What follows belongs to an exercise in optimizing a design on an open flow for small area and a short achievable clock period; a production flow would make more cautious choices. At most, simulation tests tie the RTL to the original design; equivalence was not proved. Only the layout flow was run in runs 1 and 2; the RTL was not checked for function there. No run shown here takes its clock network from TritonCTS; it comes from the design's own scripts or RTL. The clock port is modelled as an ideal driver, which makes a skipped or thinned clock tree look cheaper than it is; a real chip needs a root buffer or a tree. Power and IR drop assume default switching activity.

--- flow/config.mk ---
export PLATFORM = sky130hd
export DESIGN_NAME = synch_fifo_16x8bit
export DESIGN_NICKNAME = synch_fifo_16x8bit
export VERILOG_FILES = /design/flow/design.v
export SDC_FILE = /design/flow/constraint.sdc
export NUM_CORES = 4
export LEC_CHECK = 0
export CAP_MARGIN = 20
export CORE_MARGIN = 2
export CORE_UTILIZATION = 40
export SETUP_SLACK_MARGIN = 1.7
export SLEW_MARGIN = 20
export SYNTH_HIERARCHICAL = 1
export SYNTH_MINIMUM_KEEP_SIZE = 0
export TNS_END_PERCENT = 0
--- flow/constraint.sdc ---
create_clock -name core_clock -period 3.0 [get_ports {clk}]
set_input_delay 0.6000 -clock core_clock [delete_from_list [all_inputs] [get_ports {clk}]]
set_output_delay 0.6000 -clock core_clock [all_outputs]
set_load 0.01 [all_outputs]
--- flow/design.v ---
`timescale 1ns / 1ps
module synch_fifo_16x8bit
  #(parameter integer DATA_SIZE = 8, DEPTH = 16)
  ( input  [DATA_SIZE-1:0] data_in,
    input                  wr_en,
    input                  rd_en,
    input                  clk,
    input                  reset_n,
    output                 fifo_full,
    output                 fifo_empty,
    output [DATA_SIZE-1:0] data_out
  );
  reg [DATA_SIZE-1:0] qn [1:DEPTH];   
  reg [DATA_SIZE-1:0] temp_data_out;
  reg [DEPTH-1:2]     held;           
  reg                 empty_i;        
  reg                 not_full_i;     
  reg                 full_r;         
  reg                 nonempty_r;     
  wire [DEPTH+1:0] h = {1'b0, ~not_full_i, held, ~empty_i, 1'b1};    
  wire [DEPTH+1:0] hn = ~h;
  wire             rd_n = ~rd_en;
  wire rd_only = rd_en & ~wr_en;
  wire wr_only = wr_en & ~rd_en;
  reg [DEPTH:1] held_n;
  integer k;
  always @* begin
    for (k = 1; k <= DEPTH; k = k + 1) begin
      if (h[k])
        held_n[k] = h[k+1] | ~((k == DEPTH) ? rd_en : rd_only);
      else
        held_n[k] = h[k-1] & ((k == 1) ? wr_en : wr_only);
    end
  end
  wire [DATA_SIZE-1:0] q [1:DEPTH];
  wire [DATA_SIZE-1:0] qn_next [1:DEPTH];
  genvar g, b;
  generate
    for (g = 1; g <= DEPTH; g = g + 1) begin : pos
      assign q[g] = ~qn[g];
      wire keep, shift, load;
      if (g < DEPTH) begin : mid
        fifo_ctl ctl (
          .rd(rd_en), .rd_n(rd_n), .here(h[g]), .next(h[g+1]),
          .here_n(hn[g]), .next_n(hn[g+1]),
          .keep(keep), .shift(shift), .load(load));
        for (b = 0; b < DATA_SIZE; b = b + 1) begin : bit_
          fifo_pick pick (
            .keep(keep), .shift(shift), .load(load),
            .a(q[g][b]), .b(q[g+1][b]), .c(data_in[b]), .yn(qn_next[g][b]));
        end
      end else begin : last
        fifo_ctl_last ctl (
          .rd(rd_en), .here(h[g]), .here_n(hn[g]),
          .keep(keep), .load(load));
        assign shift = 1'b0;
        for (b = 0; b < DATA_SIZE; b = b + 1) begin : bit_
          fifo_pick_last pick (
            .keep(keep), .load(load),
            .a(q[g][b]), .c(data_in[b]), .yn(qn_next[g][b]));
        end
      end
    end
  endgenerate
  integer i;
  always @(posedge clk)
    for (i = 1; i <= DEPTH; i = i + 1)
      qn[i] <= qn_next[i];
  always @(posedge clk or negedge reset_n)
    if (!reset_n) begin
      held          <= {(DEPTH-2){1'b0}};
      empty_i       <= 1'b1;
      not_full_i    <= 1'b1;
      full_r        <= 1'b0;
      nonempty_r    <= 1'b0;
      temp_data_out <= {DATA_SIZE{1'b0}};
    end else begin
      if (rd_en && !empty_i)
        temp_data_out <= q[1];
      held       <= held_n[DEPTH-1:2];
      empty_i    <= ~held_n[1];
      not_full_i <= ~held_n[DEPTH];
      full_r     <= held_n[DEPTH];
      nonempty_r <= held_n[1];
    end
  assign data_out   = temp_data_out;
  assign fifo_full  = full_r;
  assign fifo_empty = ~nonempty_r;
endmodule
module fifo_ctl
  ( input  rd,
    input  rd_n,
    input  here,
    input  next,
    input  here_n,
    input  next_n,
    output keep,
    output shift,
    output load
  );
  assign keep  = ~(rd | here_n);
  assign shift = ~(rd_n | next_n);
  assign load  = ~(rd ? next : here);
endmodule
module fifo_ctl_last
  ( input  rd,
    input  here,
    input  here_n,
    output keep,
    output load
  );
  assign keep = ~(rd | here_n);
  assign load = ~(~rd & here);
endmodule
module fifo_pick_last
  ( input  keep,
    input  load,
    input  a,
    input  c,
    output yn
  );
  assign yn = ~((keep & a) | (load & c));
endmodule
module fifo_pick
  ( input  keep,
    input  shift,
    input  load,
    input  a,
    input  b,
    input  c,
    output yn
  );
  assign yn = ~((keep & a) | (shift & b) | (load & c));
endmodule
--- flow/flow/run.sh ---
#!/bin/bash
# Own layout flow: the standard flow, except that
#  - port buffers are buf_2 cells rather than the default pick, and
#  - the clock tree is built by flow/cts.tcl in place of TritonCTS's
#    H-tree, which is deeper and slower: two levels of inverters
#    (clkinv_4 roots, clkinv_8 leaves), the leaves at the centres of
#    clusters of flip-flops of even size, so every flip-flop sees the
#    clock through the same two inversions.
# Each tool's full output goes to a log file of its own in this folder.
set -euo pipefail
export BUFFER_PORTS_ARGS="-buffer_cell sky130_fd_sc_hd__buf_2"
export CTS_ROOTS=4
export CTS_LEAVES=8
export CTS_ROOT_CELL=sky130_fd_sc_hd__clkinv_4
export CTS_LEAF_CELL=sky130_fd_sc_hd__clkinv_8
bash standard.sh synth > synth.log 2>&1
bash standard.sh place > place.log 2>&1
bash standard.sh run RUN_SCRIPT="$PWD/flow/cts.tcl" RUN_LOG_NAME_STEM=4_1_cts_own > cts.log 2>&1
bash standard.sh finish > finish.log 2>&1
--- flow/flow/cts.tcl ---
# Clock tree of two levels of clkbuf_16 buffers: the clock port drives
# CTS_ROOTS root buffers, which drive CTS_LEAVES leaf buffers, each placed
# at the centre of one cluster of flip-flops (k-means on the placed
# flip-flop positions; the roots at the centres of clusters of leaves).
# Every flip-flop is two buffers from the port, so clock arrivals are alike. Then ORFS's post-CTS steps: detailed
# placement and repair_timing, as cts.tcl does them.
source $::env(SCRIPTS_DIR)/load.tcl
erase_non_stage_variables cts
load_design 3_place.odb 3_place.sdc
set_dont_use $::env(DONT_USE_CELLS)

set NL [expr {[info exists ::env(CTS_LEAVES)] ? $::env(CTS_LEAVES) : 8}]
set NR [expr {[info exists ::env(CTS_ROOTS)] ? $::env(CTS_ROOTS) : 2}]
set block [ord::get_db_block]
set ::slewmax 0
set clknet [$block findNet clk]
set LEAF_CELL [expr {[info exists ::env(CTS_LEAF_CELL)] ? $::env(CTS_LEAF_CELL) : "sky130_fd_sc_hd__clkbuf_16"}]
set ROOT_CELL [expr {[info exists ::env(CTS_ROOT_CELL)] ? $::env(CTS_ROOT_CELL) : "sky130_fd_sc_hd__clkbuf_16"}]

# k-means of points {x y} into k clusters, seeded on a grid of x and y
# quantiles; returns {assignment centres}
proc kmeans {pts k} {
  set n [llength $pts]
  set xs [lsort -integer [lmap p $pts { lindex $p 0 }]]
  set ys [lsort -integer [lmap p $pts { lindex $p 1 }]]
  set gx [expr {int(ceil(sqrt($k)))}]
  set gy [expr {int(ceil(double($k) / $gx))}]
  set cents {}
  for {set a 0} {$a < $gx} {incr a} {
    for {set b 0} {$b < $gy} {incr b} {
      if {[llength $cents] < $k} {
        lappend cents [list [lindex $xs [expr {int(($a + 0.5) * $n / $gx)}]] \
                            [lindex $ys [expr {int(($b + 0.5) * $n / $gy)}]]]
      }
    }
  }
  for {set iter 0} {$iter < 50} {incr iter} {
    set asg {}
    foreach p $pts {
      set best 0
      set bd 1e30
      for {set c 0} {$c < $k} {incr c} {
        set d [expr {abs([lindex $p 0] - [lindex $cents $c 0]) + abs([lindex $p 1] - [lindex $cents $c 1])}]
        if {$d < $bd} { set bd $d; set best $c }
      }
      lappend asg $best
    }
    set new {}
    for {set c 0} {$c < $k} {incr c} {
      set sx 0; set sy 0; set m 0
      foreach p $pts a $asg {
        if {$a == $c} { incr sx [lindex $p 0]; incr sy [lindex $p 1]; incr m }
      }
      if {$m == 0} { lappend new [lindex $cents $c] } else { lappend new [list [expr {$sx / $m}] [expr {$sy / $m}]] }
    }
    set cents $new
  }
  return [list $asg $cents]
}

# even out cluster sizes: hand out points nearest-first, at most
# ceil(points / clusters) to a cluster, then move each centre to the mean
# of its points; returns {assignment centres}
proc balance {pts cents} {
  set k [llength $cents]
  set cap [expr {int(ceil(double([llength $pts]) / $k))}]
  set pairs {}
  set idx 0
  foreach p $pts {
    for {set c 0} {$c < $k} {incr c} {
      lappend pairs [list [expr {abs([lindex $p 0] - [lindex $cents $c 0]) + abs([lindex $p 1] - [lindex $cents $c 1])}] $idx $c]
    }
    incr idx
  }
  set asg [lrepeat [llength $pts] -1]
  set load [lrepeat $k 0]
  foreach pr [lsort -real -index 0 $pairs] {
    lassign $pr d i c
    if {[lindex $asg $i] >= 0 || [lindex $load $c] >= $cap} { continue }
    lset asg $i $c
    lset load $c [expr {[lindex $load $c] + 1}]
  }
  set new {}
  for {set c 0} {$c < $k} {incr c} {
    set sx 0; set sy 0; set m 0
    foreach p $pts a $asg {
      if {$a == $c} { incr sx [lindex $p 0]; incr sy [lindex $p 1]; incr m }
    }
    if {$m == 0} { lappend new [lindex $cents $c] } else { lappend new [list [expr {$sx / $m}] [expr {$sy / $m}]] }
  }
  return [list $asg $new]
}

# a cell of type master at (x, y) driving the given iterms from a new net;
# its input joins net from
proc add_buffer {master name x y from iterms} {
  global block
  set inst [odb::dbInst_create $block [[ord::get_db] findMaster $master] clkbuf_own_$name]
  set net [odb::dbNet_create $block clknet_own_$name]
  $net setSigType CLOCK
  foreach mt [[$inst getMaster] getMTerms] {
    if {[$mt getSigType] ne "SIGNAL"} { continue }
    if {[$mt getIoType] eq "INPUT"} { [$inst findITerm [$mt getName]] connect $from }
    if {[$mt getIoType] eq "OUTPUT"} { [$inst findITerm [$mt getName]] connect $net }
  }
  $inst setLocation $x $y
  $inst setPlacementStatus PLACED
  foreach it $iterms {
    $it disconnect
    $it connect $net
  }
  return $inst
}

set sinks [$clknet getITerms]
set pts {}
foreach it $sinks {
  set box [[$it getInst] getBBox]
  lappend pts [list [expr {([$box xMin] + [$box xMax]) / 2}] [expr {([$box yMin] + [$box yMax]) / 2}]]
}
puts "clock sinks: [llength $sinks], leaf buffers: $NL, root buffers: $NR"
lassign [kmeans $pts $NL] lasg lcents
lassign [balance $pts $lcents] lasg lcents
lassign [kmeans $lcents $NR] rasg rcents
lassign [balance $lcents $rcents] rasg rcents
# roots first, all on the port's net; then each leaf on its root's net
set rnets {}
for {set r 0} {$r < $NR} {incr r} {
  add_buffer $ROOT_CELL r$r [lindex $rcents $r 0] [lindex $rcents $r 1] $clknet {}
  lappend rnets [$block findNet clknet_own_r$r]
}
for {set c 0} {$c < $NL} {incr c} {
  set its {}
  foreach it $sinks a $lasg { if {$a == $c} { lappend its $it } }
  set r [lindex $rasg $c]
  add_buffer $LEAF_CELL l$c [lindex $lcents $c 0] [lindex $lcents $c 1] [lindex $rnets $r] $its
  puts "leaf buffer $c (root $r) at [lindex $lcents $c] drives [llength $its] flip-flops"
}
$clknet setSigType CLOCK
set_propagated_clock [all_clocks]

set_placement_padding -global \
  -left $::env(CELL_PAD_IN_SITES_DETAIL_PLACEMENT) \
  -right $::env(CELL_PAD_IN_SITES_DETAIL_PLACEMENT)
detailed_placement
estimate_parasitics -placement
report_clock_latency
report_clock_skew
if {[info exists ::env(CTS_DEBUG)]} {
  foreach p [get_pins -of [get_cells *] -filter "name==CLK"] {
    foreach pr {slew_max_rise slew_max_fall} { set v [get_property $p $pr]; if {$v > $::slewmax} { set ::slewmax $v } }
  }
  puts "max clk pin slew $::slewmax"
}

report_worst_slack -max
report_design_area
if {[info exists ::env(CTS_DEBUG)]} { report_cell_usage -verbose }
if { !$::env(SKIP_CTS_REPAIR_TIMING) } {
  repair_timing_helper
  detailed_placement
  check_placement -verbose
}
report_worst_slack -max
report_worst_slack -min
if {[info exists ::env(CTS_DEBUG)]} { report_checks -path_delay max -group_path_count 5 -format end; report_checks -path_delay max -fields {fanout cap slew} }
report_design_area

orfs_write_db $::env(RESULTS_DIR)/4_1_cts.odb
orfs_write_sdc $::env(RESULTS_DIR)/4_cts.sdc
--- flow/standard.sh ---
#!/bin/bash
# synth_recipe.tcl (not shown) runs the flow's synth.tcl, then flattens the netlist and writes it again
# the make line also repeats each setting of config.mk as NAME=value (left out here)
make -C /OpenROAD-flow-scripts/flow DESIGN_CONFIG=/design/flow/config.mk WORK_HOME=/design/flow/orfs CLKGATE_MAP_FILE= SYNTH_SCRIPT=/design/flow/synth_recipe.tcl "${@:-finish}"
==> flow_metrics.env, run 1 <==
export IMPL_drc=0
export IMPL_grt_pass1_wl_um=21900
export IMPL_r2r_start="not_full_i$_DFF_PN1_"
export IMPL_fmax_mhz=655
export IMPL_netlist_area_mm2=0.00572
export IMPL_crit_arrival_ns=1.59
export IMPL_finalClockSkew_ns=0.0161
export IMPL_clock_latency_ns=0.19
export IMPL_relSlewSlack_pct=61.1
export IMPL_hold_violations=0
export IMPL_syn_to_final_growth_pct=17.3
export IMPL_rrSetupSlack_ns=1.63
export IMPL_run_status="complete, no violations"
export IMPL_ys_seq_area_share_pct=56.2
export IMPL_clk_pin_slew_ns=0.08
export IMPL_path_class="in -> reg"
export IMPL_rsz0062_at_grt="true"
export IMPL_nets=600
export IMPL_r2r_end="qn[15][7]$_DFF_P_"
export IMPL_required_ns=3.07
export IMPL_dieArea_mm2=0.0153
export IMPL_fillers=1272
export IMPL_leakagePower_uw=0.00333
export IMPL_irDropWorstVdd_mv=0.363
export IMPL_port_buffers=21
export IMPL_gp_congestion=0.749
export IMPL_final_max_slew_violation_count=0
export IMPL_grt_ovfl_total=0
export IMPL_fin_tns_setup_ns=0
export IMPL_start_util_pct=41.0
export IMPL_worst_r2r_cell_count=3
export IMPL_final_layout_size_suffix_gt1_share_pct=19.5
export IMPL_setup_viol=0
export IMPL_grt_use_total_pct=17.3
export IMPL_antenna_left=0
export IMPL_avgSynthCellArea_um2=10.5
export IMPL_critical_path_max_fanout=8
export IMPL_period_share_pct=50.9
export IMPL_postLayoutCoreUtil_pct=48.2
export IMPL_worstMarginPinSlew_ns=0.583
export IMPL_dr_pass1_iters=9
export IMPL_ys_ff_latch=154
export IMPL_powerDensity_mw_per_mm2=780
export IMPL_end_kind="flop"
export IMPL_ios=22
export IMPL_synth_nets=557
export IMPL_netlist_cell_type_count=19
export IMPL_die_w_um=124
export IMPL_coreArea_mm2=0.0139
export IMPL_period_needed_ns=1.53
export IMPL_antenna_found_initial=0
export IMPL_cap_violations=0
export IMPL_hold_path_class="in -> async"
export IMPL_avgRoutedWirePerCell_um=17.1
export IMPL_diodes=0
export IMPL_drtIter0Drc=744
export IMPL_viasPerCell=5.89
export IMPL_rows=43
export IMPL_yosys_warnings=9
export IMPL_dp_hpwl_um=8630
export IMPL_vias=4515
export IMPL_netlist_instances=545
export IMPL_grt_pass1_vias=4394
export IMPL_die_y_um=124
export IMPL_finalWirelength_um=13100
export IMPL_grt_max_degree=32
export IMPL_start_kind="input pin"
-- final cells by class --
class	instances	area, µm²	area share (%)
Sequential cell	154	3220	47.9
Inverter	159	721	10.7
Tap cell	180	225	3.36
Multi-Input combinational cell	239	2240	33.4
Timing Repair Buffer	34	308	4.59
-- cell usage in the layout, fill, tap and decap left out --
master and n:
a21oi_1 16, a222oi_1 120, a22oi_2 8, buf_12 3, buf_2 20, buf_4 6
buf_6 2, buf_8 1, bufbuf_16 2, clkinv_4 4, clkinv_8 8, clkinvlp_4 1
dfrtp_1 24, dfstp_2 2, dfxtp_1 128, inv_1 146, mux2i_2 3, mux2i_4 12
nand2_1 7, nand2_2 2, nand2b_1 1, nand2b_4 1, nor2_1 1, nor2_2 16
nor2_4 15, o21ai_0 28, o21ai_2 8, or2_1 1
-- cells in the mapped netlist --
cell type | number | share of area [%]
inv_1 | 147 | 9.6
dfxtp_1 | 128 | 45
a222oi_1 | 120 | 21
nor2_1 | 32 | 2.1
o21ai_0 | 28 | 2.5
dfrtp_1 | 24 | 11
a21oi_1 | 16 | 1.4
mux2i_1 | 15 | 2.6
a22oi_2 | 8 | 1.8
o21ai_2 | 8 | 1.2
nand2_1 | 7 | 0.46
buf_2 | 3 | 0.26
dfstp_2 | 2 | 0.92
nand2_2 | 2 | 0.22
buf_6 | 1 | 0.20
clkbuf_1 | 1 | 0.066
nand2b_1 | 1 | 0.11
nand2b_2 | 1 | 0.15
or2_1 | 1 | 0.11
-- layer usage --
metal / track usage (%) / vias up / wire [µm]
li1: - / 2147 / -
met5: 0 / - / 0
met1: 22.2 / 2216 / 5600
met3: 1.37 / 15 / 583
met2: 32.1 / 137 / 6720
met4: 2.84 / 0 / 177
-- per-module statistics from Yosys (local to each module, per instance) --
module              copies in the design  cell area (µm²)  flip-flops and latches
synch_fifo_16x8bit                     1             4150                     154
fifo_ctl                              15             17.5                       0
fifo_pick_last                         8             12.5                       0
fifo_ctl_last                          1             10.0                       0
fifo_pick                            120             10.0                       0
-- critical path: stages --
cell	delay, ns
buf_12	0.12
buf_12	0.14
buf_8	0.13
mux2i_4	0.22
a222oi_1	0.38
-- cells by family (layout without fill, tap and decap cells) --
logic type,count (synthesis),count (layout),share of synthesized area (%)
AOI/OAI and AO/OA,180,180,27.8
buffers and inverters,152,193,10.2
DFF,154,154,56.2
muxes,15,15,2.63
and+or+nand+nor,44,44,3.15
-- worst max path at each step --
stage | start | end | slack (ns) | depth (start not counted)
2_1_floorplan | rd_en | qn[10][0]$_DFF_P_ | 1.52 | 4
3_3_place_gp | rd_en | qn[10][6]$_DFF_P_ | 0.90 | 5
3_5_place_dp | rd_en | qn[12][2]$_DFF_P_ | 0.83 | 5
5_1_grt | rd_en | qn[3][5]$_DFF_P_ | 1.51 | 5
6_report | rd_en | qn[3][0]$_DFF_P_ | 1.47 | 5
-- metrics by stage --
stage | instance area [µm²] | hold slack, ns | worst slack (ns) | total power [µW] | std cells
2_1_floorplan | 5720 | 0.304 | 1.52 | 3920 | 545
3_3_place_gp | 6030 | 0.434 | 0.899 | 4230 | 743
3_5_place_dp | 6030 | 0.442 | 0.826 | 4310 | 743
5_1_grt | 6710 | 0.437 | 1.51 | 5610 | 766
6_report | 6710 | 0.404 | 1.47 | 5230 | 766
-- registers in the layout, summed over array words and instances, names as in the netlist --
| register | count |
|---|---|
| not_full_i | 1 |
| nonempty_r | 1 |
| empty_i | 1 |
| held | 14 |
| qn | 128 |
| temp_data_out | 8 |
| full_r | 1 |
-- report_power, final --
group | switching (µW) | total [µW] | internal, µW
sequential | 222 | 2980 | 2760
combinational | 778 | 1380 | 606
clock | 728 | 868 | 141
total | 1730 | 5230 | 3500
==> inputs of run 2 (changes only) <==
==> flow/flow/run.sh (replaced) <==
#!/bin/bash
# Own layout flow: the standard flow, except that
#  - port buffers are buf_2 cells rather than the default pick, and
#  - the clock tree is built by flow/cts.tcl (two levels of clock cells,
#    the leaves at the centres of clusters of flip-flops) in place of
#    TritonCTS's H-tree, which is deeper and slower.
# Each tool's full output goes to a log file of its own in this folder.
set -euo pipefail
export BUFFER_PORTS_ARGS="-buffer_cell sky130_fd_sc_hd__buf_2"
export CTS_ROOTS=4
export CTS_LEAVES=8
export CTS_ROOT_CELL=sky130_fd_sc_hd__clkbuf_16
export CTS_LEAF_CELL=sky130_fd_sc_hd__clkbuf_16
bash standard.sh synth > synth.log 2>&1
bash standard.sh place > place.log 2>&1
bash standard.sh run RUN_SCRIPT="$PWD/flow/cts.tcl" RUN_LOG_NAME_STEM=4_1_cts_own > cts.log 2>&1
bash standard.sh finish > finish.log 2>&1
--- a/flow/config.mk
+++ b/flow/config.mk
@@ -9,5 +9,5 @@
 export CORE_MARGIN = 2
 export CORE_UTILIZATION = 40
-export SETUP_SLACK_MARGIN = 1.7
+export SETUP_SLACK_MARGIN = 1.62
 export SLEW_MARGIN = 20
 export SYNTH_HIERARCHICAL = 1
==> flow_metrics.env, run 2 <==
export IMPL_finalWirelength_um=13300
export IMPL_end_kind="flop"
export IMPL_fillers=1253
export IMPL_reg_top3="qn x128, held x14, temp_data_out x8"
export IMPL_critPathMaxStageDelay_ns=0.39
export IMPL_dieArea_mm2=0.0153
export IMPL_antenna_left=0
export IMPL_drc=0
export IMPL_cap_violations=0
export IMPL_ios=22
export IMPL_irDropWorstVdd_mv=0.401
export IMPL_diodes=0
export IMPL_antenna_found_initial=0
export IMPL_synth_edf_count=0
export IMPL_worst_path_max_delay_cell="a222oi_1"
export IMPL_ys_seq_area_share_pct=56.2
export IMPL_hold_ws_ns=0.309
export IMPL_power_switching_fraction_pct=28.6
export IMPL_path_buf_inv=3
export IMPL_r2r_start="not_full_i$_DFF_PN1_"
export IMPL_synth_area_leaders="dfxtp_1, a222oi_1, dfrtp_1, inv_1, mux2i_1"
export IMPL_postLayoutCoreUtil_pct=49.0
export IMPL_final_cell_mix="inv_1, dfxtp_1, a222oi_1"
export IMPL_run_status="complete, no violations"
export IMPL_dr_pass1_iters=9
export IMPL_die_y_um=124
export IMPL_grt_ovfl_total=0
export IMPL_rrSetupSlack_ns=1.67
export IMPL_finalClockSkew_ns=0.0130
export IMPL_worst_r2r_cell_count=2
export IMPL_drtIter0Drc=717
export IMPL_netlist_top_cells_count="inv_1, dfxtp_1, a222oi_1, nor2_1, o21ai_0"
export IMPL_path_class="in -> reg"
export IMPL_gp_congestion=0.749
export IMPL_top_register="qn"
export IMPL_seq_area_mm2=0.00322
export IMPL_fmax_mhz=676
export IMPL_grt_use_total_pct=17.3
export IMPL_required_ns=3.16
export IMPL_relSlewSlack_pct=46.1
export IMPL_viasPerCell=5.95
export IMPL_powerDensity_mw_per_mm2=837
export IMPL_vias=4543
export IMPL_period_needed_ns=1.48
export IMPL_yosysMostFrequentCell="inv_1"
export IMPL_final_max_slew_violation_count=0
export IMPL_clkPwrFrac_pct=23.4
export IMPL_port_buffers=21
export IMPL_final_layout_size_suffix_gt1_share_pct=18.9
export IMPL_period_share_pct=49.3
export IMPL_dp_hpwl_um=8630
export IMPL_ys_flop_type="dfxtp_1"
export IMPL_die_w_um=124
export IMPL_multiInputGateArea_mm2=0.00225
export IMPL_clk_pin_slew_ns=0.09
export IMPL_clock_latency_ns=0.28
export IMPL_crit_arrival_ns=1.64
export IMPL_startpoint="rd_en"
export IMPL_yosys_warnings=9
export IMPL_dp_cells=743
export IMPL_p_int_uw=4080
export IMPL_worstPathCellList="buf_6 > buf_12 > buf_8 > mux2i_4 > a222oi_1"
export IMPL_netlist_instances=545
export IMPL_start_util_pct=41.0
export IMPL_p_switching_uw=1630
export IMPL_syn_to_final_growth_pct=19.3
export IMPL_nets=597
export IMPL_start_kind="input pin"
export IMPL_hold_violations=0
export IMPL_avgRoutedWirePerCell_um=17.4
export IMPL_hold_path_class="in -> async"
export IMPL_synthArstFlopShare_pct=16.9
export IMPL_grt_pass1_wl_um=21900
export IMPL_p_seq_share_pct=52.2
export IMPL_fin_tns_setup_ns=0
export IMPL_grt_pass1_vias=4382
export IMPL_rows=43
export IMPL_synth_nets=557
export IMPL_cp_top_family="buffers and inverters"
export IMPL_avgSynthCellArea_um2=10.5
export IMPL_grt_max_degree=32
export IMPL_worstMarginPinSlew_ns=0.806
export IMPL_coreArea_mm2=0.0139
export IMPL_combinationalPowerShare_pct=24.4
export IMPL_layout_commonest_cell="inv_1"
export IMPL_synth_top_area_share_pct=44.8
export IMPL_yosysTopAreaCell="dfxtp_1"
export IMPL_rsz0062_at_grt="true"
export IMPL_largest_reg_flops=128
export IMPL_netlist_cell_type_count=19
export IMPL_fin_cells=763
export IMPL_r2r_end="qn[16][4]$_DFF_P_"
export IMPL_netlist_area_mm2=0.00572
export IMPL_setup_viol=0
export IMPL_critical_path_max_fanout=10
export IMPL_ys_ff_latch=154
export IMPL_leakagePower_uw=0.00339
-- run 2: cell counts after synthesis --
Identical to the previous run, type by type.
-- run 2: per-layer routing --
metal	global-route usage, %	routed length (µm)
met5	0	0
met4	2.56	153
met3	1.60	611
met2	32.2	6820
met1	22.1	5660
-- run 2: through the flow --
step                total power (µW)  worst slack (ns)  instance area [µm²]
finish                          5710              1.52                 6830
global route                    6080              1.55                 6830
detailed placement              4310             0.826                 6030
global placement                4230             0.899                 6030
floorplan                       3920              1.52                 5720
-- run 2: worst max path at each step --
stage / slack, ns / to / depth (start not counted)
after floorplan: 1.52 / qn[10][0]$_DFF_P_ / 4
after global placement: 0.90 / qn[10][6]$_DFF_P_ / 5
after detailed placement: 0.83 / qn[12][2]$_DFF_P_ / 5
after global routing: 1.55 / qn[2][3]$_DFF_P_ / 5
final: 1.52 / qn[3][0]$_DFF_P_ / 5
-- run 2: cell families after synthesis --
kind of cell	share of synthesized area [%]
DFF	56.2
AOI/OAI and AO/OA	27.8
and+or+nand+nor	3.15
buffers and inverters	10.2
muxes	2.63
-- run 2: layout make-up --
cell class / instances / area share [%]
inverter: 147 / 8.14
timing repair buffer: 31 / 4.05
tap: 180 / 3.30
buffer: 12 / 4.40
multi-input combinational: 239 / 33.0
sequential: 154 / 47.1
-- run 2: per-module statistics from Yosys, one instance, submodules excluded --
module | flops+latches | area, µm² | cells inside | copies in the design
synch_fifo_16x8bit | 154 | 4150 | 370 | 1
fifo_pick | 0 | 10.0 | 1 | 120
fifo_pick_last | 0 | 12.5 | 1 | 8
fifo_ctl | 0 | 17.5 | 3 | 15
fifo_ctl_last | 0 | 10.0 | 2 | 1
-- run 2: power by group through the flow --
stage | Clock, µW | Sequential, µW | Combinational [µW]
finish | 1340 | 2980 | 1400
global route | 1460 | 3050 | 1560
detailed placement | 0 | 3020 | 1290
global placement | 0 | 3000 | 1240
floorplan | 0 | 2990 | 937
==> inputs of run 3 (changes only) <==
--- a/flow/design.v
+++ b/flow/design.v
@@ -19,6 +19,4 @@
   reg                 nonempty_r;     
   wire [DEPTH+1:0] h = {1'b0, ~not_full_i, held, ~empty_i, 1'b1};    
-  wire [DEPTH+1:0] hn = ~h;
-  wire             rd_n = ~rd_en;
   wire rd_only = rd_en & ~wr_en;
   wire wr_only = wr_en & ~rd_en;
@@ -42,6 +40,5 @@
       if (g < DEPTH) begin : mid
         fifo_ctl ctl (
-          .rd(rd_en), .rd_n(rd_n), .here(h[g]), .next(h[g+1]),
-          .here_n(hn[g]), .next_n(hn[g+1]),
+          .rd(rd_en), .here(h[g]), .next(h[g+1]),
           .keep(keep), .shift(shift), .load(load));
         for (b = 0; b < DATA_SIZE; b = b + 1) begin : bit_
@@ -52,5 +49,5 @@
       end else begin : last
         fifo_ctl_last ctl (
-          .rd(rd_en), .here(h[g]), .here_n(hn[g]),
+          .rd(rd_en), .here(h[g]),
           .keep(keep), .load(load));
         assign shift = 1'b0;
@@ -90,26 +87,22 @@
 module fifo_ctl
   ( input  rd,
-    input  rd_n,
     input  here,
     input  next,
-    input  here_n,
-    input  next_n,
     output keep,
     output shift,
     output load
   );
-  assign keep  = ~(rd | here_n);
-  assign shift = ~(rd_n | next_n);
-  assign load  = ~(rd ? next : here);
+  assign keep  = ~rd & here;
+  assign shift = rd & next;
+  assign load  = rd ? ~next : ~here;
 endmodule
 module fifo_ctl_last
   ( input  rd,
     input  here,
-    input  here_n,
     output keep,
     output load
   );
-  assign keep = ~(rd | here_n);
-  assign load = ~(~rd & here);
+  assign keep = ~rd & here;
+  assign load = rd | ~here;
 endmodule
 module fifo_pick_last
--- a/flow/flow/cts.tcl
+++ b/flow/flow/cts.tcl
@@ -13,5 +13,4 @@
 set NR [expr {[info exists ::env(CTS_ROOTS)] ? $::env(CTS_ROOTS) : 2}]
 set block [ord::get_db_block]
-set ::slewmax 0
 set clknet [$block findNet clk]
 set LEAF_CELL [expr {[info exists ::env(CTS_LEAF_CELL)] ? $::env(CTS_LEAF_CELL) : "sky130_fd_sc_hd__clkbuf_16"}]
@@ -59,37 +58,4 @@
 }
 
-# even out cluster sizes: hand out points nearest-first, at most
-# ceil(points / clusters) to a cluster, then move each centre to the mean
-# of its points; returns {assignment centres}
-proc balance {pts cents} {
-  set k [llength $cents]
-  set cap [expr {int(ceil(double([llength $pts]) / $k))}]
-  set pairs {}
-  set idx 0
-  foreach p $pts {
-    for {set c 0} {$c < $k} {incr c} {
-      lappend pairs [list [expr {abs([lindex $p 0] - [lindex $cents $c 0]) + abs([lindex $p 1] - [lindex $cents $c 1])}] $idx $c]
-    }
-    incr idx
-  }
-  set asg [lrepeat [llength $pts] -1]
-  set load [lrepeat $k 0]
-  foreach pr [lsort -real -index 0 $pairs] {
-    lassign $pr d i c
-    if {[lindex $asg $i] >= 0 || [lindex $load $c] >= $cap} { continue }
-    lset asg $i $c
-    lset load $c [expr {[lindex $load $c] + 1}]
-  }
-  set new {}
-  for {set c 0} {$c < $k} {incr c} {
-    set sx 0; set sy 0; set m 0
-    foreach p $pts a $asg {
-      if {$a == $c} { incr sx [lindex $p 0]; incr sy [lindex $p 1]; incr m }
-    }
-    if {$m == 0} { lappend new [lindex $cents $c] } else { lappend new [list [expr {$sx / $m}] [expr {$sy / $m}]] }
-  }
-  return [list $asg $new]
-}
-
 # a cell of type master at (x, y) driving the given iterms from a new net;
 # its input joins net from
@@ -121,7 +87,5 @@
 puts "clock sinks: [llength $sinks], leaf buffers: $NL, root buffers: $NR"
 lassign [kmeans $pts $NL] lasg lcents
-lassign [balance $pts $lcents] lasg lcents
 lassign [kmeans $lcents $NR] rasg rcents
-lassign [balance $lcents $rcents] rasg rcents
 # roots first, all on the port's net; then each leaf on its root's net
 set rnets {}
@@ -147,14 +111,7 @@
 report_clock_latency
 report_clock_skew
-if {[info exists ::env(CTS_DEBUG)]} {
-  foreach p [get_pins -of [get_cells *] -filter "name==CLK"] {
-    foreach pr {slew_max_rise slew_max_fall} { set v [get_property $p $pr]; if {$v > $::slewmax} { set ::slewmax $v } }
-  }
-  puts "max clk pin slew $::slewmax"
-}
 
 report_worst_slack -max
 report_design_area
-if {[info exists ::env(CTS_DEBUG)]} { report_cell_usage -verbose }
 if { !$::env(SKIP_CTS_REPAIR_TIMING) } {
   repair_timing_helper
--- a/flow/config.mk
+++ b/flow/config.mk
@@ -9,7 +9,6 @@
 export CORE_MARGIN = 2
 export CORE_UTILIZATION = 40
-export SETUP_SLACK_MARGIN = 1.62
+export SETUP_SLACK_MARGIN = 1.58
 export SLEW_MARGIN = 20
 export SYNTH_HIERARCHICAL = 1
 export SYNTH_MINIMUM_KEEP_SIZE = 0
-export TNS_END_PERCENT = 0
==> flow_metrics.env, run 3 <==
export IMPL_syn_to_final_growth_pct=16.4
export IMPL_p_int_uw=4100
export IMPL_postLayoutCoreUtil_pct=48.0
export IMPL_end_kind="output pin"
export IMPL_finalClockSkew_ns=0.0442
export IMPL_dpl_cell_area_mm2=0.00610
export IMPL_rows=43
export IMPL_largest_reg_flops=128
export IMPL_cap_violations=0
export IMPL_fmax_mhz=709
export IMPL_rsz0062_at_grt="true"
export IMPL_grt_use_total_pct=17.0
export IMPL_path_buf_inv=1
export IMPL_layout_commonest_cell="inv_1"
export IMPL_avgSynthCellArea_um2=10.9
export IMPL_hold_violations=0
export IMPL_worst_path_max_delay_cell="dfrtp_1"
export IMPL_yosysMostFrequentCell="inv_1"
export IMPL_run_status="complete, no violations"
export IMPL_finalWirelength_um=13200
export IMPL_period_needed_ns=1.41
export IMPL_netlist_instances=530
export IMPL_die_w_um=124
export IMPL_viasPerCell=5.95
export IMPL_reg_top3="qn x128, held x14, temp_data_out x8"
export IMPL_ys_ff_latch=154
export IMPL_netlist_area_mm2=0.00578
export IMPL_ys_seq_area_share_pct=55.7
export IMPL_synth_top_area_share_pct=44.4
export IMPL_setup_slack_ns=1.59
export IMPL_crit_arrival_ns=0.81
export IMPL_yosys_warnings=9
export IMPL_gp_congestion=0.754
export IMPL_final_max_slew_violation_count=0
export IMPL_combinationalPowerShare_pct=24.5
export IMPL_cp_top_family="flip-flops"
export IMPL_nets=581
export IMPL_powerDensity_mw_per_mm2=846
export IMPL_total_power_uw=5690
export IMPL_worstMarginPinSlew_ns=0.603
export IMPL_drc=0
export IMPL_final_area_mm2=0.00672
export IMPL_diodes=0
export IMPL_dr_pass1_iters=7
export IMPL_fin_tns_setup_ns=0
export IMPL_grt_ovfl_total=0
export IMPL_critical_path_max_fanout=2
export IMPL_top_register="qn"
export IMPL_rrSetupSlack_ns=1.69
export IMPL_avgRoutedWirePerCell_um=17.6
export IMPL_power_switching_fraction_pct=28.0
export IMPL_period_share_pct=47.0
export IMPL_setup_viol=0
export IMPL_r2r_end="qn[1][0]$_DFF_P_"
export IMPL_grt_pass1_wl_um=21600
export IMPL_grt_pass1_vias=4276
export IMPL_final_cell_mix="inv_1, dfxtp_1, a222oi_1"
export IMPL_synth_nets=542
export IMPL_critPathMaxStageDelay_ns=0.39
export IMPL_leakagePower_uw=0.00326
export IMPL_netlist_top_cells_count="inv_1, dfxtp_1, a222oi_1, o21ai_0, dfrtp_1"
export IMPL_antenna_left=0
export IMPL_p_seq_share_pct=52.4
export IMPL_clkPwrFrac_pct=23.1
export IMPL_die_y_um=124
export IMPL_yosysTopAreaCell="dfxtp_1"
export IMPL_coreArea_mm2=0.0140
export IMPL_synth_area_leaders="dfxtp_1, a222oi_1, dfrtp_1, inv_1, mux2i_1"
export IMPL_dp_hpwl_um=8510
export IMPL_ys_flop_type="dfxtp_1"
export IMPL_dp_worst_setup_slack_ns=0.819
export IMPL_worst_r2r_cell_count=3
export IMPL_clock_latency_ns=0.30
export IMPL_clk_pin_slew_ns=0.09
export IMPL_start_util_pct=41.3
export IMPL_p_switching_uw=1590
export IMPL_worstPathCellList="buf_2"
export IMPL_dieArea_mm2=0.0154
export IMPL_required_ns=2.40
export IMPL_start_kind="flop"
export IMPL_antenna_found_initial=0
export IMPL_vias=4442
export IMPL_hold_path_class="in -> async"
export IMPL_grt_max_degree=31
export IMPL_r2r_start="empty_i$_DFF_PN1_"
export IMPL_synthArstFlopShare_pct=16.9
export IMPL_path_class="reg -> out"
export IMPL_relSlewSlack_pct=59.8
export IMPL_port_buffers=21
export IMPL_ios=22
export IMPL_final_layout_size_suffix_gt1_share_pct=19.8
export IMPL_synth_edf_count=0
export IMPL_drtIter0Drc=846
export IMPL_irDropWorstVdd_mv=0.429
export IMPL_netlist_cell_type_count=23
## run 3: cells by family (layout without fill, tap and decap cells)
logic type | after synthesis | count (layout) | synth area share, %
AND/OR/NAND/NOR | 43 | 43 | 4.81
buffers and inverters | 138 | 175 | 9.21
AO/OA/AOI/OAI | 180 | 180 | 27.7
flip-flops | 154 | 154 | 55.7
multiplexers | 15 | 15 | 2.60
## run 3: area by class of cell
cell class | count | area [µm²]
fill | 1309 | 7270
sequential | 154 | 3220
multi-input combinational | 238 | 2220
inverter | 133 | 499
buffer | 12 | 300
timing repair buffer | 30 | 260
tap | 180 | 225
## run 3: per-module statistics from Yosys, one instance, submodules excluded
| module | cell area [µm²] | times used | cells inside | flops+latches |
|---|---|---|---|---|
| fifo_ctl_last | 12.5 | 1 | 2 | 0 |
| synch_fifo_16x8bit | 4110 | 1 | 355 | 154 |
| fifo_pick | 10.0 | 120 | 1 | 0 |
| fifo_pick_last | 12.5 | 8 | 1 | 0 |
| fifo_ctl | 23.8 | 15 | 3 | 0 |
## run 3: per-stage QoR
stage / hold slack (ns) / cells
6_report: 0.315 / 747
5_1_grt: 0.351 / 747
3_5_place_dp: 0.441 / 728
3_3_place_gp: 0.436 / 728
2_1_floorplan: 0.304 / 530
## run 3: worst max-delay path by stage
stage,startpoint,end,slack [ns],cells past startpoint
after global routing,temp_data_out[4]$_DFFE_PN0P_,data_out[4],1.55,1
after detailed placement,rd_en,qn[11][2]$_DFF_P_,0.82,4
after floorplan,rd_en,qn[16][0]$_DFF_P_,1.58,2
after global placement,rd_en,qn[11][4]$_DFF_P_,0.84,4
final,temp_data_out[4]$_DFFE_PN0P_,data_out[4],1.59,1
## run 3: layer usage
| metal | vias up | global-route usage (%) | share of wire [%] |
|---|---|---|---|
| met5 | - | 0 | 0 |
| met4 | 0 | 4.92 | 1.6 |
| met3 | 16 | 1.56 | 3.7 |
| met2 | 112 | 29.5 | 50 |
| met1 | 2208 | 22.5 | 45 |
| li1 | 2106 | - | - |
## run 3: power by group through the flow
stage	combinational, µW	clock, µW	sequential, µW
final	1400	1310	2980
after floorplan	942	0	2980
after global placement	1250	0	2990
after global routing	1560	1420	3050
after detailed placement	1290	0	3020
==> inputs of run 4 (changes only) <==
==> flow/flow/run.sh (replaced) <==
#!/bin/bash
# Own layout flow: the standard flow, except that
#  - port buffers are buf_2 cells rather than the default pick;
#  - the clock tree is built by flow/cts.tcl in place of TritonCTS's
#    H-tree, which is deeper and slower: two levels of clock cells
#    (CTS_ROOT_CELL roots, CTS_LEAF_CELL leaves), the leaves at the centres
#    of clusters of flip-flops of even size, so every flip-flop sees the
#    clock through the same two cells;
#  - before repair_timing, flow/cts.tcl takes out the buffer tree that
#    placement built under rd_en and makes its port buffer a buf_16, so the
#    port buffer drives the storage select gates directly.
# Each tool's full output goes to a log file of its own in this folder.
set -euo pipefail
export BUFFER_PORTS_ARGS="-buffer_cell sky130_fd_sc_hd__buf_2"
export CTS_ROOTS=4
export CTS_LEAVES=8
export CTS_ROOT_CELL=sky130_fd_sc_hd__clkbuf_16
export CTS_LEAF_CELL=sky130_fd_sc_hd__clkbuf_16
export FLAT_INPUTS="rd_en"
export UPSIZE_INPUTS="rd_en sky130_fd_sc_hd__buf_16"
bash standard.sh synth > synth.log 2>&1
bash standard.sh place > place.log 2>&1
bash standard.sh run RUN_SCRIPT="$PWD/flow/cts.tcl" RUN_LOG_NAME_STEM=4_1_cts_own > cts.log 2>&1
bash standard.sh finish > finish.log 2>&1
--- a/flow/flow/cts.tcl
+++ b/flow/flow/cts.tcl
@@ -13,4 +13,5 @@
 set NR [expr {[info exists ::env(CTS_ROOTS)] ? $::env(CTS_ROOTS) : 2}]
 set block [ord::get_db_block]
+set ::slewmax 0
 set clknet [$block findNet clk]
 set LEAF_CELL [expr {[info exists ::env(CTS_LEAF_CELL)] ? $::env(CTS_LEAF_CELL) : "sky130_fd_sc_hd__clkbuf_16"}]
@@ -58,4 +59,37 @@
 }
 
+# even out cluster sizes: hand out points nearest-first, at most
+# ceil(points / clusters) to a cluster, then move each centre to the mean
+# of its points; returns {assignment centres}
+proc balance {pts cents} {
+  set k [llength $cents]
+  set cap [expr {int(ceil(double([llength $pts]) / $k))}]
+  set pairs {}
+  set idx 0
+  foreach p $pts {
+    for {set c 0} {$c < $k} {incr c} {
+      lappend pairs [list [expr {abs([lindex $p 0] - [lindex $cents $c 0]) + abs([lindex $p 1] - [lindex $cents $c 1])}] $idx $c]
+    }
+    incr idx
+  }
+  set asg [lrepeat [llength $pts] -1]
+  set load [lrepeat $k 0]
+  foreach pr [lsort -real -index 0 $pairs] {
+    lassign $pr d i c
+    if {[lindex $asg $i] >= 0 || [lindex $load $c] >= $cap} { continue }
+    lset asg $i $c
+    lset load $c [expr {[lindex $load $c] + 1}]
+  }
+  set new {}
+  for {set c 0} {$c < $k} {incr c} {
+    set sx 0; set sy 0; set m 0
+    foreach p $pts a $asg {
+      if {$a == $c} { incr sx [lindex $p 0]; incr sy [lindex $p 1]; incr m }
+    }
+    if {$m == 0} { lappend new [lindex $cents $c] } else { lappend new [list [expr {$sx / $m}] [expr {$sy / $m}]] }
+  }
+  return [list $asg $new]
+}
+
 # a cell of type master at (x, y) driving the given iterms from a new net;
 # its input joins net from
@@ -87,5 +121,7 @@
 puts "clock sinks: [llength $sinks], leaf buffers: $NL, root buffers: $NR"
 lassign [kmeans $pts $NL] lasg lcents
+lassign [balance $pts $lcents] lasg lcents
 lassign [kmeans $lcents $NR] rasg rcents
+lassign [balance $lcents $rcents] rasg rcents
 # roots first, all on the port's net; then each leaf on its root's net
 set rnets {}
@@ -103,4 +139,81 @@
 $clknet setSigType CLOCK
 set_propagated_clock [all_clocks]
+
+# optionally flatten the buffer trees that placement built under chosen
+# input ports (FLAT_INPUTS), so that their port buffers drive every load;
+# repair_timing then rebuilds what the timing needs
+if {[info exists ::env(FLAT_INPUTS)]} {
+  foreach port $::env(FLAT_INPUTS) {
+    set front [get_cells -of [get_pins -of [get_nets $port] -filter "direction==input"]]
+    set tree {}
+    while {[llength $front]} {
+      set next {}
+      foreach c $front {
+        set on [get_nets -of [get_pins -of $c -filter "direction==output"]]
+        foreach pin [get_pins -of $on -filter "direction==input"] {
+          set l [get_cells -of $pin]
+          if {[string match "sky130_fd_sc_hd__buf_*" [get_property $l ref_name]]} {
+            lappend tree $l
+            lappend next $l
+          }
+        }
+      }
+      set front $next
+    }
+    # bypass each buffer: its loads move to its input net, then it goes
+    foreach l $tree {
+      set inst [$block findInst [get_full_name $l]]
+      set in_net [[$inst findITerm A] getNet]
+      set out_net [[$inst findITerm X] getNet]
+      foreach it [$out_net getITerms] {
+        if {[$it getInst] ne $inst} {
+          $it disconnect
+          $it connect $in_net
+        }
+      }
+      odb::dbInst_destroy $inst
+      if {[llength [$out_net getITerms]] == 0 && [llength [$out_net getBTerms]] == 0} {
+        odb::dbNet_destroy $out_net
+      }
+    }
+    puts "port $port: bypassed [llength $tree] buffers"
+  }
+}
+
+# optionally upsize the drivers of the storage select nets (nets with at
+# least 6 storage-cell loads) to UPSIZE_SELECTS drive strength
+if {[info exists ::env(UPSIZE_SELECTS)]} {
+  set n 0
+  foreach net [get_nets *] {
+    set loads [get_pins -of $net -filter "direction==input"]
+    set k 0
+    foreach p $loads {
+      if {[string match "sky130_fd_sc_hd__a22*oi_*" [get_property [get_cells -of $p] ref_name]]} { incr k }
+    }
+    if {$k < 6} { continue }
+    set drv [get_pins -of $net -filter "direction==output"]
+    if {[llength $drv] != 1} { continue }
+    set c [get_cells -of $drv]
+    set ref [get_property $c ref_name]
+    regsub {_[0-9]+$} $ref "_$::env(UPSIZE_SELECTS)" to
+    if {$to ne $ref && [llength [get_lib_cells */$to]]} {
+      replace_cell $c $to
+      incr n
+    }
+  }
+  puts "upsized $n select drivers to _$::env(UPSIZE_SELECTS)"
+}
+
+# optionally give chosen input ports a stronger port buffer:
+# UPSIZE_INPUTS is a list of {port cell} pairs
+if {[info exists ::env(UPSIZE_INPUTS)]} {
+  foreach {port cell} $::env(UPSIZE_INPUTS) {
+    foreach pin [get_pins -of [get_nets $port] -filter "direction==input"] {
+      set inst [get_cells -of $pin]
+      puts "port $port: [get_full_name $inst] becomes $cell"
+      replace_cell $inst $cell
+    }
+  }
+}
 
 set_placement_padding -global \
@@ -111,7 +224,14 @@
 report_clock_latency
 report_clock_skew
+if {[info exists ::env(CTS_DEBUG)]} {
+  foreach p [get_pins -of [get_cells *] -filter "name==CLK"] {
+    foreach pr {slew_max_rise slew_max_fall} { set v [get_property $p $pr]; if {$v > $::slewmax} { set ::slewmax $v } }
+  }
+  puts "max clk pin slew $::slewmax"
+}
 
 report_worst_slack -max
 report_design_area
+if {[info exists ::env(CTS_DEBUG)]} { report_cell_usage -verbose }
 if { !$::env(SKIP_CTS_REPAIR_TIMING) } {
   repair_timing_helper
--- a/flow/config.mk
+++ b/flow/config.mk
@@ -9,6 +9,7 @@
 export CORE_MARGIN = 2
 export CORE_UTILIZATION = 40
-export SETUP_SLACK_MARGIN = 1.58
+export SETUP_SLACK_MARGIN = 1.62
 export SLEW_MARGIN = 20
 export SYNTH_HIERARCHICAL = 1
 export SYNTH_MINIMUM_KEEP_SIZE = 0
+export TNS_END_PERCENT = 0
==> flow_metrics.env, run 4 <==
export IMPL_run_status="complete, no violations"
export IMPL_viasPerCell=5.97
export IMPL_combinationalPowerShare_pct=23.5
export IMPL_period_needed_ns=1.43
export IMPL_start_util_pct=41.3
export IMPL_critical_path_max_fanout=64
export IMPL_die_w_um=124
export IMPL_grt_max_degree=65
export IMPL_final_layout_size_suffix_gt1_share_pct=15.9
export IMPL_diodes=0
export IMPL_drc=0
export IMPL_yosysMostFrequentCell="inv_1"
export IMPL_dieArea_mm2=0.0154
export IMPL_r2r_end="qn[4][6]$_DFF_P_"
export IMPL_dr_pass1_iters=7
export IMPL_netlist_area_mm2=0.00578
export IMPL_die_y_um=124
export IMPL_crit_arrival_ns=1.56
export IMPL_p_seq_share_pct=52.8
export IMPL_coreArea_mm2=0.0140
export IMPL_final_max_slew_violation_count=0
export IMPL_rsz0062_at_grt="true"
export IMPL_ios=22
export IMPL_powerDensity_mw_per_mm2=869
export IMPL_yosys_warnings=9
export IMPL_port_buffers=21
export IMPL_antenna_found_initial=0
export IMPL_required_ns=3.13
export IMPL_hold_path_class="in -> async"
export IMPL_dp_worst_setup_slack_ns=0.933
export IMPL_ys_flop_type="dfxtp_1"
export IMPL_clkPwrFrac_pct=23.7
export IMPL_fin_cells=738
export IMPL_nets=572
export IMPL_synth_top_area_share_pct=44.4
export IMPL_final_area_mm2=0.00647
export IMPL_clk_pin_slew_ns=0.08
export IMPL_start_kind="input pin"
export IMPL_setup_slack_ns=1.57
export IMPL_synth_nets=542
export IMPL_r2r_start="held[4]$_DFF_PN0_"
export IMPL_fin_tns_setup_ns=0
export IMPL_power_switching_fraction_pct=28.1
export IMPL_avgSynthCellArea_um2=10.9
export IMPL_rrSetupSlack_ns=1.63
export IMPL_end_kind="flop"
export IMPL_worstMarginPinSlew_ns=0.585
export IMPL_grt_pass1_vias=4316
export IMPL_grt_pass1_wl_um=21000
export IMPL_worst_r2r_cell_count=2
export IMPL_irDropWorstVdd_mv=0.459
export IMPL_period_share_pct=47.6
export IMPL_synthArstFlopShare_pct=16.9
export IMPL_dpl_cell_area_mm2=0.00609
export IMPL_grt_use_total_pct=16.5
export IMPL_path_class="in -> reg"
export IMPL_netlist_top_cells_count="inv_1, dfxtp_1, a222oi_1, o21ai_0, dfrtp_1"
export IMPL_dp_cells=728
export IMPL_drtIter0Drc=785
export IMPL_layout_commonest_cell="inv_1"
export IMPL_dp_hpwl_um=8520
export IMPL_netlist_instances=530
export IMPL_gp_congestion=0.765
export IMPL_antenna_left=0
export IMPL_synth_area_leaders="dfxtp_1, a222oi_1, dfrtp_1, inv_1, mux2i_1"
export IMPL_clock_latency_ns=0.28
export IMPL_relSlewSlack_pct=61.0
export IMPL_final_cell_mix="inv_1, dfxtp_1, a222oi_1"
export IMPL_grt_ovfl_total=0
export IMPL_reg_top3="qn x128, held x14, temp_data_out x8"
export IMPL_ys_seq_area_share_pct=55.7
export IMPL_netlist_cell_type_count=23
export IMPL_rows=43
export IMPL_hold_ws_ns=0.315
export IMPL_syn_to_final_growth_pct=12.0
export IMPL_largest_reg_flops=128
export IMPL_p_switching_uw=1580
export IMPL_hold_violations=0
export IMPL_avgRoutedWirePerCell_um=17.5
export IMPL_cap_violations=0
export IMPL_leakagePower_uw=0.00315
export IMPL_ys_ff_latch=154
export IMPL_synth_edf_count=0
export IMPL_fillers=1364
export IMPL_p_int_uw=4040
export IMPL_top_register="qn"
export IMPL_setup_viol=0
export IMPL_finalClockSkew_ns=0.0136
export IMPL_vias=4405
export IMPL_finalWirelength_um=12900
export IMPL_fmax_mhz=701
export IMPL_yosysTopAreaCell="dfxtp_1"
-- run 4: cell counts after synthesis --
No cell type changed its count.
-- run 4: kinds of logic (layout without fill, tap and decap cells) --
group	after synthesis	after routing	share of synthesized area [%]
muxes	15	15	2.60
DFF	154	154	55.7
and+or+nand+nor	43	43	4.81
buffers and inverters	138	166	9.21
AOI/OAI and AO/OA	180	180	27.7
-- run 4: stage by stage --
stage / power (µW) / utilization [%]
global placement: 4240 / 43.5
finish: 5620 / 46.2
floorplan: 3920 / -
global route: 5960 / 46.2
detailed placement: 4310 / 43.5
-- run 4: how the worst max path moves through the flow --
stage / slack [ns] / startpoint / cells after the start / to
after global routing: 1.49 / rd_en / 3 / qn[6][6]$_DFF_P_
after detailed placement: 0.93 / rd_en / 4 / qn[10][4]$_DFF_P_
after floorplan: 1.70 / rd_en / 2 / qn[10][0]$_DFF_P_
final: 1.57 / rd_en / 3 / qn[4][6]$_DFF_P_
after global placement: 1.01 / rd_en / 4 / qn[7][5]$_DFF_P_
-- run 4: cell type report --
| class | count | area [µm²] | area share, % |
|---|---|---|---|
| flip-flops and latches | 154 | 3220 | 49.7 |
| multi-input cells | 238 | 2100 | 32.5 |
| inverters | 133 | 499 | 7.72 |
| plain buffers | 12 | 300 | 4.64 |
| well taps | 180 | 225 | 3.48 |
| repair buffers | 21 | 128 | 1.97 |
-- run 4: per-layer routing --
| metal | routed length, µm | GRT usage, % | up-vias | part of all wire, % |
|---|---|---|---|---|
| met3 | 623 | 1.14 | 19 | 4.8 |
| met4 | 250 | 4.14 | 0 | 1.9 |
| met5 | 0 | 0 | - | 0 |
| li1 | - | - | 2081 | - |
| met2 | 6600 | 30.3 | 129 | 51 |
| met1 | 5450 | 21.0 | 2176 | 42 |
-- run 4: modules after synthesis, one instance, submodules excluded --
module,cells inside,copies in the design,flip-flops and latches,area [µm²]
fifo_ctl,3,15,0,23.8
fifo_ctl_last,2,1,0,12.5
fifo_pick,1,120,0,10.0
fifo_pick_last,1,8,0,12.5
synch_fifo_16x8bit,355,1,154,4110
-- run 4: worst max-delay path, cell delays in order --
cell	delay, ns
buf_16	0.25
mux2i_2	0.51
a222oi_1	0.18
-- run 4: power by group through the flow --
stage | Clock [µW] | Combinational, µW | Sequential [µW]
finish | 1330 | 1320 | 2970
global route | 1440 | 1470 | 3040
detailed placement | 0 | 1300 | 3010
global placement | 0 | 1250 | 2990
floorplan | 0 | 942 | 2980
==> inputs of run 5 (changes only) <==
--- a/flow/flow/run.sh
+++ b/flow/flow/run.sh
@@ -15,6 +15,6 @@
 export CTS_ROOTS=4
 export CTS_LEAVES=8
-export CTS_ROOT_CELL=sky130_fd_sc_hd__clkbuf_16
-export CTS_LEAF_CELL=sky130_fd_sc_hd__clkbuf_16
+export CTS_ROOT_CELL=sky130_fd_sc_hd__clkinv_4
+export CTS_LEAF_CELL=sky130_fd_sc_hd__clkinv_8
 export FLAT_INPUTS="rd_en"
 export UPSIZE_INPUTS="rd_en sky130_fd_sc_hd__buf_16"
--- a/flow/config.mk
+++ b/flow/config.mk
@@ -9,5 +9,5 @@
 export CORE_MARGIN = 2
 export CORE_UTILIZATION = 40
-export SETUP_SLACK_MARGIN = 1.62
+export SETUP_SLACK_MARGIN = 1.78
 export SLEW_MARGIN = 20
 export SYNTH_HIERARCHICAL = 1
==> flow_metrics.env, run 5 <==
export IMPL_final_cell_mix="inv_1, dfxtp_1, a222oi_1"
export IMPL_setup_slack_ns=1.68
export IMPL_coreArea_mm2=0.0140
export IMPL_drtIter0Drc=698
export IMPL_netlist_cell_type_count=23
export IMPL_grt_ovfl_total=0
export IMPL_synth_nets=542
export IMPL_power_switching_fraction_pct=32.8
export IMPL_irDropWorstVdd_mv=0.388
export IMPL_start_util_pct=41.3
export IMPL_clock_latency_ns=0.19
export IMPL_diodes=0
export IMPL_dieArea_mm2=0.0154
export IMPL_grt_pass1_vias=4404
export IMPL_avgSynthCellArea_um2=10.9
export IMPL_ys_seq_area_share_pct=55.7
export IMPL_grt_use_total_pct=17.3
export IMPL_p_switching_uw=1720
export IMPL_ys_flop_type="dfxtp_1"
export IMPL_ys_ff_latch=154
export IMPL_netlist_area_mm2=0.00578
export IMPL_largest_reg_flops=128
export IMPL_grt_max_degree=33
export IMPL_yosys_warnings=9
export IMPL_yosysTopAreaCell="dfxtp_1"
export IMPL_fin_tns_setup_ns=0
export IMPL_total_power_uw=5240
export IMPL_synthArstFlopShare_pct=16.9
export IMPL_leakagePower_uw=0.00325
export IMPL_final_max_slew_violation_count=0
export IMPL_required_ns=3.08
export IMPL_start_kind="input pin"
export IMPL_grtUsageMet1_pct=21.9
export IMPL_top_register="qn"
export IMPL_synth_area_leaders="dfxtp_1, a222oi_1, dfrtp_1, inv_1, mux2i_1"
export IMPL_antenna_found_initial=0
export IMPL_ios=22
export IMPL_netlist_top_cells_count="inv_1, dfxtp_1, a222oi_1, o21ai_0, dfrtp_1"
export IMPL_netlist_instances=530
export IMPL_clk_pin_slew_ns=0.08
export IMPL_grt_pass1_wl_um=21800
export IMPL_reg_top3="qn x128, held x14, temp_data_out x8"
export IMPL_crit_arrival_ns=1.40
export IMPL_cap_violations=0
export IMPL_rows=43
export IMPL_finalWirelength_um=13500
export IMPL_synth_edf_count=0
export IMPL_grt_busiest_layer="met2"
export IMPL_yosysMostFrequentCell="inv_1"
export IMPL_viasPerCell=6.00
export IMPL_syn_to_final_growth_pct=15.2
export IMPL_rsz0062_at_grt="true"
export IMPL_layout_commonest_cell="inv_1"
export IMPL_avgRoutedWirePerCell_um=18.1
export IMPL_critical_path_max_fanout=32
export IMPL_p_int_uw=3520
export IMPL_run_status="complete, no violations"
export IMPL_hold_violations=0
export IMPL_die_y_um=124
export IMPL_combinationalPowerShare_pct=26.6
export IMPL_finalClockSkew_ns=0.0188
export IMPL_period_share_pct=44.0
export IMPL_hold_ws_ns=0.409
export IMPL_setup_viol=0
export IMPL_dp_hpwl_um=8520
export IMPL_final_layout_size_suffix_gt1_share_pct=19.2
export IMPL_nets=577
export IMPL_gp_congestion=0.765
export IMPL_antenna_left=0
export IMPL_drc=0
export IMPL_grt_use_met2_pct=31.5
export IMPL_port_buffers=21
export IMPL_fmax_mhz=757
export IMPL_die_w_um=124
export IMPL_worstMarginPinSlew_ns=0.585
export IMPL_end_kind="flop"
export IMPL_synth_top_area_share_pct=44.4
export IMPL_clkPwrFrac_pct=16.7
export IMPL_relSlewSlack_pct=61.0
export IMPL_postLayoutCoreUtil_pct=47.6
export IMPL_path_class="in -> reg"
export IMPL_dp_worst_setup_slack_ns=0.933
export IMPL_gr_usage_met3_pct=1.28
export IMPL_vias=4460
export IMPL_period_needed_ns=1.32
export IMPL_hold_path_class="in -> async"
export IMPL_p_seq_share_pct=56.7
export IMPL_powerDensity_mw_per_mm2=788
export IMPL_dr_pass1_iters=9
run 5: cell types whose count changed in the layout (fill, tap and decap cells not counted), moves of 2 or more:
cell / before / now
mux2i_4: 1 / 15
clkbuf_16: 12 / 0
mux2i_2: 14 / 0
clkinv_8: 0 / 8
buf_4: 0 / 2
clkinv_4: 0 / 4
and2_2: 15 / 9
nor2b_4: 0 / 9
buf_16: 1 / 3
nor2b_1: 14 / 1
nor2b_2: 3 / 7
and2_4: 0 / 6
run 5: final cells by class:
| cell class | instances | area [µm²] |
|---|---|---|
| fill | 1319 | 7340 |
| inverter | 145 | 664 |
| multi-input combinational | 238 | 2310 |
| sequential | 154 | 3220 |
| tap | 180 | 225 |
| timing repair buffer | 26 | 236 |
run 5: stage by stage:
stage	cells	instance area [µm²]
after floorplan	530	5780
after global placement	728	6090
after detailed placement	728	6090
after global routing	743	6650
final	743	6650
run 5: path summary, 6_finish.rpt:
kind | startpoint | to | slack (ns) | depth (start not counted)
worst max-delay path | rd_en | qn[4][4]$_DFF_P_ | 1.68 | 3
worst min-delay path | reset_n | temp_data_out[5]$_DFFE_PN0P_ | 0.41 | 1
worst max register to register | held[12]$_DFF_PN0_ | qn[12][0]$_DFF_P_ | 1.72 | 2
worst min register to register | qn[1][7]$_DFF_P_ | temp_data_out[7]$_DFFE_PN0P_ | 0.44 | 1
max in group asynchronous | reset_n | temp_data_out[1]$_DFFE_PN0P_ | 2.20 | 1
min in group core_clock | qn[1][7]$_DFF_P_ | temp_data_out[7]$_DFFE_PN0P_ | 0.44 | 1
run 5: power by group through the flow:
| stage | Sequential [µW] | Combinational (µW) | Clock (µW) |
|---|---|---|---|
| finish | 2970 | 1400 | 874 |
| global route | 3040 | 1550 | 986 |
| detailed placement | 3010 | 1300 | 0 |
| global placement | 2990 | 1250 | 0 |
| floorplan | 2980 | 942 | 0 |
run 5: layer usage:
metal	wire length, µm	vias to the layer above
li1	-	2102
met3	542	26
met1	5760	2208
met4	318	0
met5	0	-
met2	6830	124
run 5: cells by family after synthesis:
group | count (synthesis) | synth area share, %
multiplexers | 15 | 2.60
AO/OA/AOI/OAI | 180 | 27.7
flip-flops | 154 | 55.7
AND/OR/NAND/NOR | 43 | 4.81
buffers and inverters | 138 | 9.21
run 5: per-module statistics from Yosys (local to each module, per instance):
module	area, µm²	times used	cells inside
fifo_ctl	23.8	15	3
synch_fifo_16x8bit	4110	1	355
fifo_pick_last	12.5	8	1
fifo_ctl_last	12.5	1	2
fifo_pick	10.0	120	1
run 5: critical path: stages:
cell	delay, ns
bufbuf_16	0.29
and2_2	0.24
a222oi_1	0.27
==> inputs of run 6 (changes only) <==
--- a/flow/config.mk
+++ b/flow/config.mk
@@ -9,5 +9,5 @@
 export CORE_MARGIN = 2
 export CORE_UTILIZATION = 40
-export SETUP_SLACK_MARGIN = 1.78
+export SETUP_SLACK_MARGIN = 1.72
 export SLEW_MARGIN = 20
 export SYNTH_HIERARCHICAL = 1
==> flow_metrics.env, run 6 <==
export IMPL_antenna_left=0
export IMPL_synthAdderAreaFrac_pct=0
export IMPL_crit_arrival_ns=1.41
export IMPL_clock_latency_ns=0.19
export IMPL_grt_pass1_vias=4383
export IMPL_startpoint="rd_en"
export IMPL_critical_path_max_fanout=32
export IMPL_clk_pin_slew_ns=0.08
export IMPL_synth_nets=542
export IMPL_diodes=0
export IMPL_largest_reg_flops=128
export IMPL_grt_ovfl_total=0
export IMPL_final_cell_mix="inv_1, dfxtp_1, a222oi_1"
export IMPL_rows=43
export IMPL_dp_hpwl_um=8520
export IMPL_viasPerCell=6.03
export IMPL_synth_mux_area_share_pct=2.60
export IMPL_reg_top3="qn x128, held x14, temp_data_out x8"
export IMPL_grt_max_degree=33
export IMPL_synthArstFlopShare_pct=16.9
export IMPL_synth_compound_area_share_pct=27.7
export IMPL_finalClockSkew_ns=0.0188
export IMPL_ys_seq_area_share_pct=55.7
export IMPL_hold_violations=0
export IMPL_synth_top_family_by_area="compound AO/OA/AOI/OAI gates"
export IMPL_start_kind="input pin"
export IMPL_irDropWorstVdd_mv=0.388
export IMPL_ys_ff_latch=154
export IMPL_die_y_um=124
export IMPL_cap_violations=0
export IMPL_hold_ws_ns=0.411
export IMPL_fillers=1324
export IMPL_yosys_warnings=9
export IMPL_grt_use_total_pct=16.9
export IMPL_seq_area_mm2=0.00322
export IMPL_start_util_pct=41.3
export IMPL_die_w_um=124
export IMPL_netlist_instances=530
export IMPL_port_buffers=21
export IMPL_vias=4468
export IMPL_gp_congestion=0.765
export IMPL_end_kind="flop"
export IMPL_syn_to_final_growth_pct=14.4
export IMPL_drtIter0Drc=641
export IMPL_yosysMostFrequentCell="inv_1"
export IMPL_synth_xor_area_share_pct=0
export IMPL_synth_simple_area_share_pct=4.81
export IMPL_postLayoutCoreUtil_pct=47.2
export IMPL_layout_commonest_cell="inv_1"
export IMPL_netlist_cell_type_count=23
export IMPL_path_class="in -> reg"
export IMPL_avgSynthCellArea_um2=10.9
export IMPL_ys_flop_type="dfxtp_1"
export IMPL_dr_pass1_iters=8
export IMPL_period_needed_ns=1.33
export IMPL_finalWirelength_um=13400
export IMPL_final_layout_size_suffix_gt1_share_pct=18.9
export IMPL_rsz0062_at_grt="true"
export IMPL_dieArea_mm2=0.0154
export IMPL_fmax_mhz=755
export IMPL_coreArea_mm2=0.0140
export IMPL_synth_area_leaders="dfxtp_1, a222oi_1, dfrtp_1, inv_1, mux2i_1"
export IMPL_worstMarginPinSlew_ns=0.583
export IMPL_leakagePower_uw=0.00320
export IMPL_antenna_found_initial=0
export IMPL_synth_edf_count=0
export IMPL_powerDensity_mw_per_mm2=790
export IMPL_setup_viol=0
export IMPL_required_ns=3.08
export IMPL_avgRoutedWirePerCell_um=18.1
export IMPL_run_status="complete, no violations"
export IMPL_r2r_start="held[12]$_DFF_PN0_"
export IMPL_yosysTopAreaCell="dfxtp_1"
export IMPL_nets=575
export IMPL_netlist_top_cells_count="inv_1, dfxtp_1, a222oi_1, o21ai_0, dfrtp_1"
export IMPL_grt_pass1_wl_um=21500
export IMPL_multiInputGateArea_mm2=0.00228
export IMPL_netlist_area_mm2=0.00578
export IMPL_period_share_pct=44.2
export IMPL_hold_path_class="in -> async"
export IMPL_fin_tns_setup_ns=0
export IMPL_relSlewSlack_pct=61.1
export IMPL_final_max_slew_violation_count=0
export IMPL_ios=22
export IMPL_drc=0
export IMPL_synth_top_area_share_pct=44.4
export IMPL_top_register="qn"
-- run 6: critical path, cell delays in order --
cell and delay, ns:
bufbuf_16 0.29, and2_2 0.24, a222oi_1 0.27
-- run 6: path summary, 6_finish.rpt --
path | endpoint | slack [ns] | depth (start not counted)
max | qn[10][4]$_DFF_P_ | 1.67 | 3
max in group asynchronous | held[14]$_DFF_PN0_ | 2.20 | 1
min reg2reg | temp_data_out[7]$_DFFE_PN0P_ | 0.44 | 1
min | temp_data_out[5]$_DFFE_PN0P_ | 0.41 | 1
max reg2reg | qn[12][0]$_DFF_P_ | 1.72 | 2
min in group core_clock | temp_data_out[7]$_DFFE_PN0P_ | 0.44 | 1
-- run 6: metrics by stage --
step           instance area (µm²)  instances  total power, µW  setup WS [ns]
2_1_floorplan                 5780        530             3920           1.70
3_3_place_gp                  6090        728             4240           1.01
3_5_place_dp                  6090        728             4310          0.933
5_1_grt                       6610        741             5550           1.64
6_report                      6610        741             5220           1.67
-- run 6: power by group --
part / internal [µW] / switching, µW / total (µW)
sequential: 2750 / 222 / 2970
clock: 141 / 732 / 874
combinational: 610 / 760 / 1370
-- run 6: Yosys stat by module (local to each module, per instance) --
| module | times used | cells | flops+latches | area [µm²] |
|---|---|---|---|---|
| fifo_ctl | 15 | 3 | 0 | 23.8 |
| synch_fifo_16x8bit | 1 | 355 | 154 | 4110 |
| fifo_pick | 120 | 1 | 0 | 10.0 |
| fifo_ctl_last | 1 | 2 | 0 | 12.5 |
| fifo_pick_last | 8 | 1 | 0 | 12.5 |
-- run 6: logic make-up (layout without fill, tap and decap cells) --
kind of cell	Yosys count	after routing
AOI/OAI and AO/OA	180	180
and+or+nand+nor	43	43
DFF	154	154
muxes	15	15
buffers and inverters	138	169
-- run 6: layer usage --
metal | global-route usage [%] | share of wire [%]
met5 | 0 | 0
met4 | 4.07 | 2.1
met3 | 1.14 | 4.3
met2 | 31.2 | 51
met1 | 21.5 | 42
-- run 6: layout make-up --
type / instances / area share, %
Inverter: 145 / 10.1
Multi-Input combinational cell: 238 / 34.6
Timing Repair Buffer: 24 / 3.28
Tap cell: 180 / 3.41
Sequential cell: 154 / 48.7

Re-timed with assumed drivers on the ports (clkbuf_16 on the clock, buf_2 on other inputs), run 6 has 1.593 ns of setup slack against 1.675 ns with ideal ports, and 1.330 ns once port delays also move by the mid clock arrival of 0.276 ns.
